Source: an optimization exercise on an open RTL-to-GDS flow (aim: small area, a short achievable clock period and few clock cycles). Production flows keep margins and buffers that such runs may drop.
Only simulation tests tie the RTL to the original design; equivalence was not proved.
Power and IR drop assume default switching activity.

File: run.sh
#!/bin/bash
# synth_recipe.tcl (not shown) runs the flow's synth.tcl, then flattens the netlist and writes it again
# the make line also repeats each setting of config.mk as NAME=value (left out here)
make -C /OpenROAD-flow-scripts/flow DESIGN_CONFIG=/design/flow/config.mk WORK_HOME=/design/flow/orfs CLKGATE_MAP_FILE= SYNTH_SCRIPT=/design/flow/synth_recipe.tcl finish
File: config.mk
export PLATFORM = sky130hd
export DESIGN_NAME = coretop
export DESIGN_NICKNAME = coretop
export VERILOG_FILES = /design/flow/design.v
export SDC_FILE = /design/flow/constraint.sdc
export NUM_CORES = 4
export LEC_CHECK = 0
export CAP_MARGIN = 20
export CORE_MARGIN = 2
export CORE_UTILIZATION = 40
export CTS_BUF_LIST = sky130_fd_sc_hd__clkbuf_8
export SETUP_SLACK_MARGIN = 5
export SLEW_MARGIN = 20
File: constraint.sdc
create_clock -name core_clock -period 12.0 [get_ports {clk_i}]
set_input_delay 2.4000 -clock core_clock [delete_from_list [all_inputs] [get_ports {clk_i}]]
set_output_delay 2.4000 -clock core_clock [all_outputs]
set_load 0.01 [all_outputs]
File: design.v
module regfiles(
    input wire clk_i,
    input wire [4:0] rs1_addr_i,
    input wire [4:0] rs2_addr_i,
    input wire [4:0] rd_addr_i,
    input wire [32-1:0] rd_data_i,
    input wire rd_we_i,
    output reg [32-1:0] rs1_data_o,
    output reg [32-1:0] rs2_data_o
);
reg [32-1:0] x[1:31];
integer i;
always @(*) begin
    rs1_data_o = 32'd0;
    rs2_data_o = 32'd0;
    for (i = 1; i < 32; i = i + 1) begin
        rs1_data_o = rs1_data_o | ({32{rs1_addr_i == i}} & x[i]);
        rs2_data_o = rs2_data_o | ({32{rs2_addr_i == i}} & x[i]);
    end
end
always @(posedge clk_i) begin
    if (rd_we_i)
        x[rd_addr_i] <= rd_data_i;
end
endmodule
module csrfile (
    input wire clk_i,
    input wire rst_i,
    input wire timer_irq_i,
    input wire software_irq_i,
    input wire external_irq_i,
    input wire [11:0] addr_i,
    input wire [2:0] op_i,           
    input wire [32-1:0] src_i,    
    input wire csr_i,                
    output reg [32-1:0] rdata_o,
    input wire trap_i,               
    input wire [32-1:0] trap_pc_i,
    input wire [32-1:0] trap_cause_i,
    input wire mret_i,               
    output wire irq_o,               
    output wire [3:0] irq_cause_o,
    output wire [32-1:0] mtvec_o,
    output wire [32-1:0] mepc_o
);
reg [32-1:0] mstatus, mtvec, mscratch, mepc, mcause, mtval;
reg [2:0] mie;       
reg [2:0] mip;       
reg [63:0] mcycle;
wire [32-1:0] mie_w = {20'b0, mie[2], 3'b0, mie[1], 3'b0, mie[0], 3'b0};
wire [32-1:0] mip_w = {20'b0, mip[2], 3'b0, mip[1], 3'b0, mip[0], 3'b0};
always @(*) begin
    case (addr_i)
        12'h301: rdata_o = 32'h40001100;
        12'h300: rdata_o = mstatus;
        12'h304: rdata_o = mie_w;
        12'h305: rdata_o = mtvec;
        12'h340: rdata_o = mscratch;
        12'h341: rdata_o = mepc;
        12'h342: rdata_o = mcause;
        12'h343: rdata_o = mtval;
        12'h344: rdata_o = mip_w;
        12'hB00, 12'hC00: rdata_o = mcycle[31:0];
        12'hB80, 12'hC80: rdata_o = mcycle[63:32];
        default: rdata_o = 32'd0;
    endcase
end
wire [32-1:0] wdata = (op_i[1:0] == 2'b01) ? src_i :
                         (op_i[1:0] == 2'b10) ? (rdata_o | src_i) : (rdata_o & ~src_i);
wire we = csr_i & ((op_i[1:0] == 2'b01) | (src_i != 32'd0));
always @(posedge clk_i) begin
    if (rst_i) begin
        mstatus <= 32'h00001808;
        mtvec <= 0;
        mscratch <= 0;
        mepc <= 0;
        mcause <= 0;
        mtval <= 0;
        mie <= 0;
        mip <= 0;
        mcycle <= 0;
    end else begin
        mip <= {external_irq_i, timer_irq_i, software_irq_i} & mie;
        if (we && addr_i == 12'hB00)
            mcycle[31:0] <= wdata;
        else if (we && addr_i == 12'hB80)
            mcycle[63:32] <= wdata;
        else
            mcycle <= mcycle + 64'd1;
        if (trap_i) begin
            mstatus[3] <= 1'b0;
            mstatus[7] <= mstatus[3];
            mepc <= trap_pc_i;
            mcause <= trap_cause_i;
        end else if (mret_i) begin
            mstatus[3] <= mstatus[7];
            mstatus[7] <= 1'b1;
        end else if (we) begin
            case (addr_i)
                12'h300: mstatus <= wdata;
                12'h304: mie <= {wdata[11], wdata[7], wdata[3]};
                12'h305: mtvec <= wdata;
                12'h340: mscratch <= wdata;
                12'h341: mepc <= wdata;
                12'h342: mcause <= wdata;
                12'h343: mtval <= wdata;
                default: ;
            endcase
        end
    end
end
wire ext = external_irq_i & mie[2];
wire tim = timer_irq_i & mie[1];
wire sw  = software_irq_i & mie[0];
assign irq_o = mstatus[3] & (ext | tim | sw);
assign irq_cause_o = ext ? 4'd11 : tim ? 4'd7 : 4'd3;
assign mtvec_o = mtvec;
assign mepc_o = mepc;
endmodule
module muldiv (
    input wire clk_i,
    input wire rst_i,
    input wire start_i,              
    input wire kill_i,               
    input wire [2:0] f3_i,
    input wire [32-1:0] a_i,
    input wire [32-1:0] b_i,
    output reg done_o,
    output reg [32-1:0] result_o
);
reg busy;
reg fix;                 
reg qzero;               
reg [4:0] cnt;
reg last;                
reg [32:0] hr;           
reg [31:0] lq;           
reg [32:0] md;           
reg [33:0] d3;           
reg negq, negr;
wire isdiv = f3_i[2];
wire isrem = f3_i[1];
wire dsigned = ~f3_i[0];
wire sa = f3_i[1] ^ f3_i[0];     
wire sb = (f3_i[1:0] == 2'b01);  
wire chs = last & sb & lq[7];
wire [9:0] y = {lq[7:0], 1'b0};         
wire [34:0] m1 = {md[32], md[32], md};
wire [34:0] m2 = {md[32], md, 1'b0};
wire [34:0] pp0, pp1, pp2, pp3;
wire [3:0] bneg;
genvar gi;
generate
    for (gi = 0; gi < 4; gi = gi + 1) begin : booth
        wire b_hi = y[2*gi+2], b_mid = y[2*gi+1], b_lo = y[2*gi];
        wire one = b_mid ^ b_lo;
        wire two = (b_hi & ~b_mid & ~b_lo) | (~b_hi & b_mid & b_lo);
        wire [34:0] sel = ({35{one}} & m1) | ({35{two}} & m2);
        assign bneg[gi] = b_hi;
        if (gi == 0) assign pp0 = sel ^ {35{b_hi}};
        if (gi == 1) assign pp1 = sel ^ {35{b_hi}};
        if (gi == 2) assign pp2 = sel ^ {35{b_hi}};
        if (gi == 3) assign pp3 = sel ^ {35{b_hi}};
    end
endgenerate
wire [34:0] pp4 = {35{lq[7] & ~chs}} & m1;    
wire [41:0] r_h = {{9{hr[32]}}, hr};
wire [41:0] r_0 = {{7{pp0[34]}}, pp0};
wire [41:0] r_1 = {{5{pp1[34]}}, pp1, 1'b0, bneg[0]};
wire [41:0] r_2 = {{3{pp2[34]}}, pp2, 1'b0, bneg[1], 2'b00};
wire [41:0] r_3 = {{1{pp3[34]}}, pp3, 1'b0, bneg[2], 4'b0000};
wire [41:0] r_4 = {pp4[33:0], 1'b0, bneg[3], 6'b000000};
wire [41:0] s1 = r_h ^ r_0 ^ r_1;
wire [41:0] c1 = {(r_h[40:0] & r_0[40:0]) | (r_h[40:0] & r_1[40:0]) | (r_0[40:0] & r_1[40:0]), 1'b0};
wire [41:0] s2 = r_2 ^ r_3 ^ r_4;
wire [41:0] c2 = {(r_2[40:0] & r_3[40:0]) | (r_2[40:0] & r_4[40:0]) | (r_3[40:0] & r_4[40:0]), 1'b0};
wire [41:0] s3 = s1 ^ c1 ^ s2;
wire [41:0] c3 = {(s1[40:0] & c1[40:0]) | (s1[40:0] & s2[40:0]) | (c1[40:0] & s2[40:0]), 1'b0};
wire [41:0] s4 = s3 ^ c3 ^ c2;
wire [41:0] c4 = {(s3[40:0] & c3[40:0]) | (s3[40:0] & c2[40:0]) | (c3[40:0] & c2[40:0]), 1'b0};
wire [41:0] t = s4 + c4;
wire opzero = (a_i == 32'd0) | (b_i == 32'd0);
function [5:0] clz32(input [31:0] v);
    reg [7:0] nz;
    reg [3:0] h;
    reg [1:0] q;
    reg [2:0] g;
    reg [3:0] nib;
    reg [1:0] c;
    begin
        nz = {|v[31:28], |v[27:24], |v[23:20], |v[19:16], |v[15:12], |v[11:8], |v[7:4], |v[3:0]};
        g[2] = ~(|nz[7:4]);
        h = g[2] ? nz[3:0] : nz[7:4];
        g[1] = ~(|h[3:2]);
        q = g[1] ? h[1:0] : h[3:2];
        g[0] = ~q[1];
        nib = v[{~g, 2'b00} +: 4];
        c = nib[3] ? 2'd0 : nib[2] ? 2'd1 : nib[1] ? 2'd2 : 2'd3;
        clz32 = (nz == 8'd0) ? 6'd32 : {1'b0, g, c};
    end
endfunction
wire na = dsigned & a_i[31];
wire nb = dsigned & b_i[31];
wire [31:0] absa = na ? -a_i : a_i;
wire [31:0] absb = nb ? -b_i : b_i;
wire [5:0] clzn_a = clz32(a_i ^ {32{na}});
wire [5:0] clza = (na && clzn_a != 6'd0) ? clzn_a - 6'd1 : clzn_a;
wire [5:0] clzn_b = clz32(b_i ^ {32{nb}});
wire [5:0] clzb = clzn_b[5] ? 6'd31 : clzn_b;      
wire dzero = (b_i == 32'd0);
wire dsmall = (clzb < clza);             
wire [4:0] dd = clzb[4:0] - clza[4:0];   
wire [63:0] sh = {32'd0, absa} << {~dd[4:1], 1'b0};
wire [33:0] x = {hr[31:0], lq[31:30]};
wire [34:0] ds1 = {1'b0, x} - {3'b0, md[31:0]};
wire [34:0] ds2 = {1'b0, x} - {2'b0, md[31:0], 1'b0};
wire [34:0] ds3 = {1'b0, x} - {1'b0, d3};
wire ge1 = ~ds1[34], ge2 = ~ds2[34], ge3 = ~ds3[34];
wire [31:0] rnew = ge3 ? ds3[31:0] : ge2 ? ds2[31:0] : ge1 ? ds1[31:0] : x[31:0];
wire [31:0] qnew = {lq[29:0], ge2, ge3 | (ge1 & ~ge2)};
wire negf = isrem ? negr : negq;
wire [31:0] fin_neg = -(isrem ? hr[31:0] : lq);
always @(*) begin
    if (!isdiv) begin
        done_o = busy ? last : opzero;
        result_o = !busy ? 32'd0 : (f3_i[1:0] == 2'b00) ? {t[7:0], lq[31:8]} : t[39:8];
    end else if (!busy) begin
        done_o = dzero;
        result_o = isrem ? a_i : 32'hFFFFFFFF;
    end else if (qzero) begin
        done_o = 1'b1;
        result_o = isrem ? lq : 32'd0;
    end else if (fix) begin
        done_o = 1'b1;
        result_o = fin_neg;
    end else begin
        done_o = last & ~negf;
        result_o = isrem ? rnew : qnew;
    end
end
always @(posedge clk_i) begin
    if (rst_i || kill_i || !start_i) begin
        busy <= 1'b0;
        fix <= 1'b0;
    end else if (!busy) begin
        busy <= isdiv ? ~dzero : ~opzero;
        cnt <= isdiv ? {1'b0, dd[4:1]} : 5'd3;
        last <= isdiv & (dd[4:1] == 4'd0);
    end else begin
        cnt <= cnt - 5'd1;
        last <= (cnt == 5'd1);
        if (isdiv && !qzero && cnt == 5'd0 && negf && !fix)
            fix <= 1'b1;
        else if (!isdiv || qzero || fix || cnt == 5'd0) begin
            if (!isdiv ? (cnt == 5'd0) : 1'b1) begin
                busy <= 1'b0;
                fix <= 1'b0;
            end
        end
    end
end
always @(posedge clk_i) begin
    if (!busy) begin
        qzero <= dsmall;
        negq <= na ^ nb;
        negr <= na;
        if (!isdiv) begin
            hr <= 33'd0;
            lq <= b_i;
            md <= {sa & a_i[31], a_i};
        end else begin
            hr <= {1'b0, sh[63:32]};
            lq <= dsmall ? a_i : sh[31:0];
            md <= {1'b0, absb};
        d3 <= {2'b0, absb} + {1'b0, absb, 1'b0};
        end
    end else if (!isdiv) begin
        hr <= t[40:8];
        lq <= {t[7:0], lq[31:8]};
    end else if (!fix) begin
        hr <= {1'b0, rnew};
        lq <= qnew;
    end
end
endmodule
module coretop (
    input wire rst_i,
    input wire clk_i,
    input wire [32-1:0] rom_data_i,
    output wire [32-1:0] rom_addr_o,
    input wire [32-1:0] ram_data_i,
    output wire [32-1:0] ram_addr_o,
    output wire [32-1:0] ram_wdata_o,
    output wire ram_we_o,
    output wire ram_req_o,
    input wire timer_irq_i,
    input wire software_irq_i,
    input wire external_irq_i
);
reg [31:0] pc;
wire [32:0] sum;
wire [31:0] ea, op2;
reg e_sumres;
reg [4:0] e_rd;
wire [31:0] inst = rom_data_i;
assign rom_addr_o = pc;
wire [6:0] opc = inst[6:0];
wire [2:0] f3 = inst[14:12];
wire [4:0] rs1 = inst[19:15];
wire [4:0] rs2 = inst[24:20];
wire [4:0] rd = inst[11:7];
wire op_lui   = (opc == 7'b0110111);
wire op_auipc = (opc == 7'b0010111);
wire op_jal   = (opc == 7'b1101111);
wire op_jalr  = (opc == 7'b1100111);
wire op_br    = (opc == 7'b1100011);
wire op_ld    = (opc == 7'b0000011);
wire op_st    = (opc == 7'b0100011);
wire op_imm   = (opc == 7'b0010011);
wire op_reg   = (opc == 7'b0110011);
wire op_sys   = (opc == 7'b1110011);
wire is_m     = op_reg & (inst[31:25] == 7'b0000001);
wire is_csr   = op_sys & (f3 != 3'b000);
wire is_ecall = op_sys & (f3 == 3'b000) & (inst[31:20] == 12'h000);
wire is_mret  = op_sys & (f3 == 3'b000) & (inst[31:20] == 12'h302);
wire use1 = op_jalr | op_br | op_ld | op_st | op_imm | op_reg | (is_csr & ~f3[2]);
wire use2 = op_br | op_st | op_reg;
wire wreg = (op_lui | op_auipc | op_jal | op_jalr | op_ld | op_imm | op_reg | is_csr) & (rd != 5'd0);
wire [31:0] immI = {{20{inst[31]}}, inst[31:20]};
wire [31:0] immS = {{20{inst[31]}}, inst[31:25], inst[11:7]};
wire [31:0] immB = {{20{inst[31]}}, inst[7], inst[30:25], inst[11:8], 1'b0};
wire [31:0] immU = {inst[31:12], 12'b0};
wire [31:0] immJ = {{12{inst[31]}}, inst[19:12], inst[20], inst[30:21], 1'b0};
wire [31:0] imm = op_st ? immS : op_br ? immB : (op_lui | op_auipc) ? immU : immI;
wire jr_fwd = op_jalr & e_sumres & (rs1 == e_rd);
wire pred = op_jal | (op_br & (inst[31] | (f3 == 3'b001))) | jr_fwd;   
wire [31:0] jr_s = ea ^ op2 ^ immI;
wire [31:0] jr_c = {(ea[30:0] & op2[30:0]) | (ea[30:0] & immI[30:0]) | (op2[30:0] & immI[30:0]), 1'b0};
wire [31:0] jr_tgt = jr_s + jr_c;
wire [31:0] pc_tgt = pc + (inst[3] ? immJ : immB);
wire [31:0] pc_seq = pc + 32'd4;
wire [31:0] pc_pred = jr_fwd ? {jr_tgt[31:1], 1'b0} : pred ? pc_tgt : pc_seq;
wire br4 = (immB == 32'd4);      
wire [4:0] wb_rd;
wire [31:0] wb_data;
wire wb_we;
wire [31:0] rf1, rf2;
regfiles regfiles0 (
    .clk_i(clk_i),
    .rs1_addr_i(rs1),
    .rs2_addr_i(rs2),
    .rd_addr_i(wb_rd),
    .rd_data_i(wb_data),
    .rd_we_i(wb_we),
    .rs1_data_o(rf1),
    .rs2_data_o(rf2)
);
wire [31:0] rv1 = (wb_we && wb_rd == rs1) ? wb_data : rf1;
wire [31:0] rv2 = (wb_we && wb_rd == rs2) ? wb_data : rf2;
wire [31:0] a_in = op_lui ? 32'd0 : op_auipc ? pc : (is_csr & f3[2]) ? {27'd0, rs1} : rv1;
reg e_valid;
reg [31:0] e_pc, e_a, e_b, e_imm;
reg [2:0] e_f3;
reg e_we, e_alu, e_reg, e_sub, e_br, e_jal, e_jalr, e_ld, e_st, e_csr, e_ecall, e_mret, e_m;
reg e_pred, e_br4, e_fa, e_fb, e_jmp;
reg [31:0] m_res, m_sd;
reg [4:0] m_rd;
reg [2:0] m_f3;
reg [3:0] m_be;
reg m_we, m_ld, m_st;
assign ea = e_fa ? m_res : e_a;
wire [31:0] eb = e_fb ? m_res : e_b;
assign op2 = (e_reg | e_br) ? eb : e_imm;
assign sum = {1'b0, ea} + {1'b0, op2 ^ {32{e_sub}}} + {32'd0, e_sub};
wire ltu = ~sum[32];
wire lt = (ea[31] ^ op2[31]) ? ea[31] : sum[31];
wire eq = (ea == op2);
function [31:0] rev32(input [31:0] v);
    integer i;
    begin
        for (i = 0; i < 32; i = i + 1) rev32[i] = v[31 - i];
    end
endfunction
wire shl = (e_f3 == 3'b001);
wire [31:0] shin = shl ? rev32(ea) : ea;
wire [32:0] shx = {e_sub & ea[31] & ~shl, shin};
wire [32:0] shr = $signed(shx) >>> op2[4:0];
wire [31:0] shres = shl ? rev32(shr[31:0]) : shr[31:0];
reg [31:0] alu;
always @(*) begin
    case (e_alu ? e_f3 : 3'b000)
        3'b000: alu = sum[31:0];
        3'b001: alu = shres;
        3'b010: alu = {31'd0, lt};
        3'b011: alu = {31'd0, ltu};
        3'b100: alu = ea ^ op2;
        3'b101: alu = shres;
        3'b110: alu = ea | op2;
        default: alu = ea & op2;
    endcase
end
wire taken = e_f3[2] ? ((e_f3[1] ? ltu : lt) ^ e_f3[0]) : (eq ^ e_f3[0]);
wire [31:0] e_link = e_pc + 32'd4;
wire [31:0] e_btgt = e_pc + e_imm;
wire mispred = e_br & (taken != e_pred) & ~e_br4;
wire redirect = mispred | e_jalr;
wire [31:0] redirect_pc = e_jalr ? {sum[31:1], 1'b0} : (taken ? e_btgt : e_link);
wire md_done;
wire [31:0] md_res;
wire trap;
muldiv muldiv0 (
    .clk_i(clk_i),
    .rst_i(rst_i),
    .start_i(e_m),
    .kill_i(trap),
    .f3_i(e_f3),
    .a_i(ea),
    .b_i(eb),
    .done_o(md_done),
    .result_o(md_res)
);
wire irq;
wire [3:0] irq_cause;
wire [31:0] mtvec, mepc, csr_rdata;
assign trap = irq | e_ecall;
wire [31:0] trap_cause = irq ? {1'b1, 27'd0, irq_cause} : 32'd11;
wire [31:0] trap_pc = e_valid ? e_pc : pc;
wire [31:0] trap_vec = (irq && mtvec[1:0] != 2'b00) ? {mtvec[31:2] + {26'd0, irq_cause}, 2'b00}
                                                    : {mtvec[31:2], 2'b00};
csrfile csrfile0 (
    .clk_i(clk_i),
    .rst_i(rst_i),
    .timer_irq_i(timer_irq_i),
    .software_irq_i(software_irq_i),
    .external_irq_i(external_irq_i),
    .addr_i(e_imm[11:0]),
    .op_i(e_f3),
    .src_i(ea),
    .csr_i(e_csr & ~irq),
    .rdata_o(csr_rdata),
    .trap_i(trap),
    .trap_pc_i(trap_pc),
    .trap_cause_i(trap_cause),
    .mret_i(e_mret & ~irq),
    .irq_o(irq),
    .irq_cause_o(irq_cause),
    .mtvec_o(mtvec),
    .mepc_o(mepc)
);
wire [31:0] e_res = e_m ? md_res : e_csr ? csr_rdata : e_jmp ? e_link : alu;
wire e_busy = e_m & ~md_done;                           
wire loaduse = e_ld & ((use1 & rs1 == e_rd) | (use2 & rs2 == e_rd));
wire kill_f = trap | e_mret | redirect;                 
wire hold_f = e_busy | loaduse;                         
always @(posedge clk_i) begin
    if (rst_i)
        pc <= 32'd0;
    else if (trap)
        pc <= trap_vec;
    else if (e_mret)
        pc <= mepc;
    else if (redirect)
        pc <= redirect_pc;
    else if (!hold_f)
        pc <= pc_pred;
end
always @(posedge clk_i) begin
    if (rst_i || kill_f || (loaduse && !e_busy)) begin
        e_valid <= 1'b0;
        e_we <= 1'b0; e_br <= 1'b0; e_jal <= 1'b0; e_jalr <= 1'b0; e_ld <= 1'b0;
        e_st <= 1'b0; e_csr <= 1'b0; e_ecall <= 1'b0; e_mret <= 1'b0; e_m <= 1'b0;
        e_sumres <= 1'b0;
        e_fa <= 1'b0; e_fb <= 1'b0;
    end else if (!e_busy) begin
        e_valid <= 1'b1;
        e_we <= wreg; e_br <= op_br; e_jal <= op_jal; e_jalr <= op_jalr & ~jr_fwd; e_ld <= op_ld;
        e_sumres <= wreg & (op_lui | op_auipc | (op_imm & f3 == 3'b000) | (op_reg & ~is_m & f3 == 3'b000 & ~inst[30]));
        e_st <= op_st; e_csr <= is_csr; e_ecall <= is_ecall; e_mret <= is_mret; e_m <= is_m;
        e_fa <= use1 & e_we & (rs1 == e_rd);
        e_fb <= use2 & e_we & (rs2 == e_rd);
    end
end
always @(posedge clk_i) begin
    if (!e_busy) begin
        e_pc <= pc;
        e_a <= a_in;
        e_b <= rv2;
        e_imm <= imm;
        e_rd <= rd;
        e_f3 <= f3;
        e_alu <= op_imm | op_reg;
        e_reg <= op_reg;
        e_sub <= op_br | ((op_reg | op_imm) & (f3[2:1] == 2'b01)) |
                 (op_reg & (f3 == 3'b000) & inst[30]) | ((op_reg | op_imm) & (f3 == 3'b101) & inst[30]);
        e_pred <= pred;
        e_br4 <= br4;
        e_jmp <= op_jal | op_jalr;
    end
end
wire e_done = ~trap & ~e_busy;
always @(posedge clk_i) begin
    if (rst_i || !e_done) begin
        m_we <= 1'b0;
        m_ld <= 1'b0;
        m_st <= 1'b0;
    end else begin
        m_we <= e_we;
        m_ld <= e_ld;
        m_st <= e_st;
    end
end
always @(posedge clk_i) begin
    m_res <= e_res;
    m_rd <= e_rd;
    m_f3 <= e_f3;
    m_sd <= (e_f3[1:0] == 2'b00) ? {4{eb[7:0]}} : (e_f3[1:0] == 2'b01) ? {2{eb[15:0]}} : eb;
    m_be <= (e_f3[1:0] == 2'b00) ? (4'b0001 << sum[1:0]) :
            (e_f3[1:0] == 2'b01) ? (sum[1] ? 4'b1100 : 4'b0011) : 4'b1111;
end
assign ram_addr_o = m_res;
assign ram_req_o = m_ld | m_st;
assign ram_we_o = m_st;
assign ram_wdata_o = {m_be[3] ? m_sd[31:24] : ram_data_i[31:24],
                      m_be[2] ? m_sd[23:16] : ram_data_i[23:16],
                      m_be[1] ? m_sd[15:8]  : ram_data_i[15:8],
                      m_be[0] ? m_sd[7:0]   : ram_data_i[7:0]};
wire [7:0] ld_b = m_res[1] ? (m_res[0] ? ram_data_i[31:24] : ram_data_i[23:16])
                           : (m_res[0] ? ram_data_i[15:8] : ram_data_i[7:0]);
wire [15:0] ld_h = m_res[1] ? ram_data_i[31:16] : ram_data_i[15:0];
wire [31:0] ld_val = (m_f3[1:0] == 2'b00) ? {{24{ld_b[7] & ~m_f3[2]}}, ld_b} :
                     (m_f3[1:0] == 2'b01) ? {{16{ld_h[15] & ~m_f3[2]}}, ld_h} : ram_data_i;
assign wb_we = m_we;
assign wb_rd = m_rd;
assign wb_data = m_ld ? ld_val : m_res;
endmodule
==> out/metrics.cfg <==
[route]
via_per_inst = 7.221
first_iter_violations = 23730
post_drt_wl_per_cell_um = 42.62
drc = 0
ant_nets = 0
first_pass_iters = 13
dr_total_vias = 118400
drt-total-wl_mm = 698.6

[sta]
fmax_ghz = 0.1395
worstMarginPinSlew_ns = 1.349
finalSetupTns_ns = 0
fin_crit_ns = 7.168
setup_viol = 0
period_share_pct = 59.73
relSlewSlack_pct = 10.08
hold_viol = 0
rsz0062_at_grt = yes
finClkSkew_ns = 0.1186
slew_viol_final = 0

[global_routing]
grt_max_degree = 194
globalRouteTotalUtil_pct = 45.83
antenna_found_initial = 72
grt_pass1_wl_mm = 915.7
overflow = 0
grt_pass1_vias = 107700

[finish]
top_regs = regfiles0.x (992), csrfile0.mcycle (64), muldiv0.d3 (34)
largest_reg_flops = 992
fillers = 26900
drive_gt1_share_pct = 13.37
area_delta_synth_final_pct = 15.06
final_cell_area_um2 = 131200
nets = 12990
largest-register = regfiles0.x

[setup_path]
worstPathCellList = mux2i_2 -> nand2_1 -> o21ai_0 -> xnor2_1 -> ha_1 -> a21o_1 -> a32oi_1 -> a21o_1 -> o211ai_1 -> and2_1 -> o21a_1 -> nor2_1 -> xnor2_2 -> a21oi_1 -> o2111ai_1 -> a221oi_1 -> a211o_1 -> o221ai_1
required_ns = 12.74
crit_slowest_cell = mux2i_2
end_kind = register
ff2ff_setup_slack_ns = 4.83
cp-start-kind = register
worst_path_most_repeated_cell = a21o_1
crit_arrival_ns = 7.91
max_stage_delay_ns = 0.83
worstPathMaxFanout = 11
worstSetupPathType = reg2reg

[logic_synthesis]
synth_ff_type = edfxtp_1
yosysWarnings = 4
synth_fp_nets = 12740
netlist_instances = 12100
synth_area_um2 = 114000
syn_avg_cell_area_um2 = 9.420
seq_area_frac_synth_pct = 40.39
async_flop_share_pct = 0
synth_enable_flop_cells = 1275
synth-seq-cells = 1663
synth.distinct_cells = 107

[clock_tree]
cts_tree = done
ctsLongestPathBuffers = 4
cts_root_buf = clkbuf_8
htreeDepth = 5
clk_latency_ns = 1.13
cts_sinks = 1663
numCtsBuffers = 300
clkTransAtPathRegs_ns = 0.06

[floorplanning]
std_cell_rows = 196
fp.dieH_um = 537.9
start_util_pct = 40.11
die_x_um = 537.9
die-area_um2 = 289300
ios = 167
core-area_um2 = 284200

[power]
totalPowerFinal_uw = 37720
ir_worst_vdd_mv = 0.6050
p_per_area_nw_per_um2 = 287.6
leakagePower_uw = 0.04804

[placed_design]
dp_hpwl_mm = 476.2
io_buffer_count = 166
dpl_cell_area_um2 = 122200
place.gp.congestion = 1.093

[outcome]
outcome = no timing/DRC/antenna violations

[job]
cap_violations = 0

[worst_hold_path]
hold_path.class = reg2reg

==> critical path: cells and delay by family, from the launching register on <==
kind,cells,cell delay (ns)
and+or+nand+nor,3,0.88
xor gates and xnor gates,2,0.47
AOI/OAI and AO/OA,11,3.70
muxes,1,0.83
DFF,1,0.52
adders and majority gates,1,0.42
==> cell usage in the layout (no fill, tap or decap), drive strengths merged, types with 338 or more instances in the layout <==
cell type,count
xnor2,338
mux2i,358
a21oi,916
nor2,888
buf,644
nand2,1068
nand3,367
ha,386
o21ai,689
clkbuf,351
inv,540
edfxtp,1275
a22oi,524
dfxtp,388
==> cells by family after synthesis <==
family / synth area share [%]
fa+ha+maj: 8.160
xor+xnor: 4.102
flops: 40.39
mux: 5.065
simple gates: 13.86
compound gates: 23.92
buf+inv: 4.497
==> worst paths after layout <==
path | start | end | cells after the start
worst max register to register | e_fb$_SDFFE_PP0N_ | m_res[19]$_DFF_P_ | 18
worst max-delay path | e_fb$_SDFFE_PP0N_ | m_res[19]$_DFF_P_ | 18
worst min register to register | e_rd[1]$_DFFE_PN_ | m_rd[1]$_DFF_P_ | 0
worst min-delay path | e_rd[1]$_DFFE_PN_ | m_rd[1]$_DFF_P_ | 0
==> power by group <==
part,internal (µW),total (µW),switching (µW)
registers,7030,7700,671
logic,8220,24500,16300
clock network,2760,5490,2730
==> cells in the mapped netlist, types with 248 or more instances <==
cell / instances / area [µm²]
a21oi_1: 913 / 4569
a221oi_1: 304 / 2663
a22o_1: 248 / 2172
a22oi_1: 524 / 3934
clkbuf_1: 757 / 2841
dfxtp_1: 388 / 7767
edfxtp_1: 1275 / 38290
ha_1: 386 / 4830
inv_1: 423 / 1588
mux2i_1: 335 / 3353
nand2_1: 1068 / 4009
nand3_1: 367 / 1837
nor2_1: 886 / 3326
o21ai_0: 677 / 3388
xnor2_1: 338 / 2960
==> final cells by class <==
| type | instances | area, µm² | area share, % |
|---|---|---|---|
| multi-input cells | 9100 | 65000 | 49.55 |
| flip-flops and latches | 1663 | 46070 | 35.12 |
| repair buffers | 833 | 7737 | 5.898 |
| well taps | 3762 | 4707 | 3.588 |
| clock buffers | 329 | 4528 | 3.452 |
| inverters | 458 | 1763 | 1.344 |
| clock inverters | 214 | 1297 | 0.9890 |
| diodes | 33 | 82.58 | 0.06295 |
==> metrics by stage <==
stage          setup slack, ns  util [%]  cells  hold slack [ns]
2_1_floorplan            5.020         -  12100           0.3462
3_3_place_gp             3.022     42.95  15660           0.4263
3_5_place_dp             3.149     43.00  15660           0.4263
4_1_cts                  4.998     45.42  16250           0.4381
5_1_grt                  4.937     46.13  16360           0.4518
6_report                 4.832     46.16  16390           0.4439
==> what timing repair did <==
action | 4_1_cts | 5_1_grt
pin swaps | 15 | 38
gates resized for setup | 124 | 173
gates cloned | 5 | 24
hold buffers | 0 | 0
endpoints found under the setup margin | 186 | 140
setup buffers | 35 | 87
==> metal layers <==
layer | part of all wire [%] | global-route usage, % | vias to the layer above
met2 | 40 | 64.53 | 10930
met1 | 36 | 57.03 | 57770
met3 | 15 | 17.55 | 2933
met5 | 0.034 | 0.1809 | -
met4 | 9.4 | 33.06 | 28
li1 | - | - | 46700
Testbench counts, summed over its fixed seeds: cycles 29,119.

==> afterwards: timing with drivers on the ports <==
No port has a modelled driver above. Below, the same layout with a new extraction and two added sets of constraints.
Step 1: set_driving_cell puts a clkbuf_16 on clk_i and a buf_2 on each other input, an assumption about the parent block.
Step 2, shift: input delay + t, output delay - t, t = (earliest + latest rising clock arrival at the registers) / 2. This alone moves slack from input paths to output paths.
Three values: ideal, step 1, step 2; two values: the first two.
t, ns: 1.190
setup slack, ns: 4.832 / 4.832 / 4.060
worst register clock-pin slew, ns: 0.08 / 0.08
pins driven straight from the clock port: 1
After both steps this run still meets setup and hold. The setup slack of this run moves by 0.000 ns with the drivers and by -0.772 ns with both steps.
